This design comes from an exercise in tuning for small area, a short achievable clock period and few clock cycles per item on the open sky130 flow, not from production work.

## rev 12
Design PixelSolverMultiCore, start of the top module:
module PixelSolverMultiCore (
  input               io_cmd_valid,
  output              io_cmd_ready,
  input      [27:0]   io_cmd_payload_x,
  input      [27:0]   io_cmd_payload_y,
  output              io_rsp_valid,
  input               io_rsp_ready,
  output     [5:0]    io_rsp_payload_iteration,
  input               clk,
  input               reset
);
  reg  [27:0] r0_x, r0_y, r0_x0, r0_y0;
  reg  [5:0]  r0_it;       
  reg         r0_lesc;     
  reg  [2:0] r0_seq;
  reg         r0_act;      
  reg  [55:0] r0_snap;
  reg  [2:1] act;        
  reg  [13:0] r0_bo, r0_bt;  
  reg         tk;          
  reg         wb_v;        
  reg  [2:0] wb_seq;      
  reg  [5:0]  wb_res;      
  reg  [5:0]  rob_d [0:7];
  reg  [7:0] rob_v;
  reg  [2:0] head, alloc;
  reg  [3:0] used;
  reg         o_v;
  reg  [5:0]  o_it;
  assign io_cmd_ready = tk;
  wire        acc = tk & io_cmd_valid;
  assign io_rsp_valid = o_v;
  assign io_rsp_payload_iteration = o_it;
  wire [5:0]  itc = r0_it + 6'd1;
  wire        inx = (r0_x[27:22] == 6'd0) | (r0_x[27:22] == 6'h3f);
  wire        iny = (r0_y[27:22] == 6'd0) | (r0_y[27:22] == 6'h3f);
  wire [3:0]  qx = r0_x[21:18] ^ {4{r0_x[27]}};
  wire [3:0]  qy = r0_y[21:18] ^ {4{r0_y[27]}};
  wire [8:0]  q2 = qx * qx + qy * qy;
  wire        big = inx & iny & (q2 >= 9'd64);
  wire        cyc = (itc > 6'd4) & ({r0_x, r0_y} == r0_snap);
  wire [55:0] snape = (itc[1:0] == 0) ? {r0_x, r0_y} : r0_snap;
  wire        live = r0_act & ~r0_lesc;
  wire        fe0 = live & (big | cyc | (itc == 6'd62));    
  wire        f620 = ~big & ~cyc;                           
  wire        fl0 = r0_act & r0_lesc;                       
  wire        ld = ~o_v | io_rsp_ready;
  wire        pop = ld & rob_v[head];
  wire        wr = wb_v | fl0;
  ...
Size: ~6200 cells after synthesis, ~1200 flip-flops, ~71000 um2 of cells after synthesis.
Settings: LEC_CHECK=0, CAP_MARGIN=20, CORE_MARGIN=2, CORE_UTILIZATION=60, CTS_BUF_LIST=sky130_fd_sc_hd__clkbuf_16, CTS_CLUSTER_DIAMETER=150, CTS_CLUSTER_SIZE=24, SETUP_SLACK_MARGIN=5, SLEW_MARGIN=20, SYNTH_HIERARCHICAL=1; clock period 10.0 ns.
standard.sh (not shown) runs the stock make flow with config.mk's settings and CLKGATE_MAP_FILE= SYNTH_SCRIPT=/design/flow/synth_recipe.tcl, a recipe that flattens the netlist after the stock synthesis.
==> flow/flow/run.sh <==
#!/bin/bash
set -euo pipefail
MARGIN=${MARGIN:-7}
sed "s/SETUP_SLACK_MARGIN=[0-9.]*/SETUP_SLACK_MARGIN=$MARGIN/" standard.sh > standard_margin.sh
bash standard_margin.sh > standard.log 2>&1
The inputs of rev 13 differ from those of rev 12 as listed below.
-- flow/flow/run.sh --
<<< rev 12, line 3
MARGIN=${MARGIN:-7}
>>> rev 13, line 3
MARGIN=${MARGIN:-6.5}
[summary]
Comparing rev 12 with rev 13, the highest clock frequency the design can meet came out essentially unchanged. Post-route worst setup slack for rev 13 is lower than for rev 12. | number of instances in the placed design | rev 12 vs rev 13 | ≈ equal |. Between rev 12 and rev 13, the via count is higher for rev 12. Rev 13 reached the final stage; the timing, DRC and antenna checks on its layout passed. Global-route wire length before repair is higher on rev 12. Rev 13 vs. rev 12: utilization has decreased; setup slack on the worst flop-to-flop path has remained practically unchanged.
Function was not checked in any run of this note: the RTL went through the layout flow alone.

========
## run A
Another version of the RTL of PixelSolverMultiCore (not shown whole).
Size: ~6100 cells after synthesis, ~1200 flip-flops, about 68 I/O pins, roughly 69000 um^2 of cells after synthesis.
export LEC_CHECK = 0
export CAP_MARGIN = 20
export CORE_MARGIN = 2
export CORE_UTILIZATION = 50
export SETUP_SLACK_MARGIN = 5
export SLEW_MARGIN = 20
export SYNTH_HIERARCHICAL = 1
create_clock -name core_clock -period 10.0 [get_ports {clk}]
==> flow/flow/run.sh <==
#!/bin/bash
set -euo pipefail
MARGIN=${MARGIN:-6}
sed "s/SETUP_SLACK_MARGIN=[0-9.]*/SETUP_SLACK_MARGIN=$MARGIN/" standard.sh > standard_margin.sh
bash standard_margin.sh > standard.log 2>&1
Run A closes out successfully: all stages finished, all timing, DRC and antenna checks passed.
#### Input delta (run B over run A)
==> flow/run.sh (new file) <==
#!/bin/bash
# synth_recipe.tcl (not shown) runs the flow's synth.tcl, then flattens the netlist and writes it again
# the make line also repeats each setting of config.mk as NAME=value (left out here)
make -C /OpenROAD-flow-scripts/flow DESIGN_CONFIG=/design/flow/config.mk WORK_HOME=/design/flow/orfs CLKGATE_MAP_FILE= SYNTH_SCRIPT=/design/flow/synth_recipe.tcl finish
removed: flow/flow/run.sh
removed: flow/standard.sh
==> comparison <==
Run B finished end to end and its layout was clean on timing, DRC and antenna.
From run A to run B the numbers moved as follows: period utilization has increased, cell count after synthesis level, share of post-route cells with drive strength above 1 closely matched the old numbers, slew at the pin with the worst max-slew slack saw an increase.
Diff run A..run B | I/O pin count | unchanged
There was hardly any difference in via count between run A and run B.
Any difference in register share of the cell area between run B and run A is small enough to ignore.
What run C does differently from run B at the input level:
==> flow/flow/run.sh (new file) <==
#!/bin/bash
set -euo pipefail
MARGIN=${MARGIN:-7}
sed "s/SETUP_SLACK_MARGIN=[0-9.]*/SETUP_SLACK_MARGIN=$MARGIN/" standard.sh > standard_margin.sh
bash standard_margin.sh > standard.log 2>&1
==> flow/standard.sh (new file) <==
#!/bin/bash
# synth_recipe.tcl (not shown) runs the flow's synth.tcl, then flattens the netlist and writes it again
# the make line also repeats each setting of config.mk as NAME=value (left out here)
make -C /OpenROAD-flow-scripts/flow DESIGN_CONFIG=/design/flow/config.mk WORK_HOME=/design/flow/orfs CLKGATE_MAP_FILE= SYNTH_SCRIPT=/design/flow/synth_recipe.tcl "${@:-finish}"
removed: flow/run.sh
==> comparison <==
- No stage failed in run C, and the final checks on the layout all came back clean.
- Going from run B to run C, the clock period minus worst slack was found to have gone down by 0.48 ns.
- After detailed routing, run B needs less wire than run C.
- Relative to run B, non-clock buffer count has increased by about 100% in run C.
- Run B -> run C: post-route worst hold slack flat
- From run B to run C the numbers moved as follows: global-route wire length before repair has increased, smallest setup slack after layout rose by 0.48 ns.
- Run C against run B; met3 wire length is up by more than 10%.
No functional check of the RTL was part of any run of this note.

-- separate check: timing with driven ports --
In the flow no input, the clock included, has a driving cell. The finished layouts below were timed again as built, in two steps.
Step 1: set_driving_cell puts a clkbuf_16 on clk and a buf_2 on each other input, an assumption about the parent block.
Step 2 times the ports against the registers' clock, not the clock port: input delays grow and output delays shrink by t, the midpoint of the rising clock arrivals with the driver on.
a / b / c = no drivers / after step 1 / after step 2; a / b = the first two.
run	t (ns)	setup slack, ns	worst setup path at the end	latest minus earliest clock arrival (ns)	worst slew at a driven data input, ns
rev 12	0.813	5.508 / 5.508 / 5.508	register to register	0.054 / 0.054	0.06
rev 13	0.779	5.495 / 5.495 / 5.495	register to register	0.049 / 0.050	0.06
run A	0.852	6.071 / 6.071 / 5.809	input to register	0.036 / 0.036	0.05
run B	0.851	5.948 / 5.866 / 5.798	input to register	0.034 / 0.034	0.05
run C	0.853	6.423 / 6.423 / 6.238	input to register	0.041 / 0.040	0.04
After both steps setup and hold are still met in every run listed. For run A, which loses most, drivers alone change the setup slack by 0.000 ns; drivers and shift together by -0.262 ns.
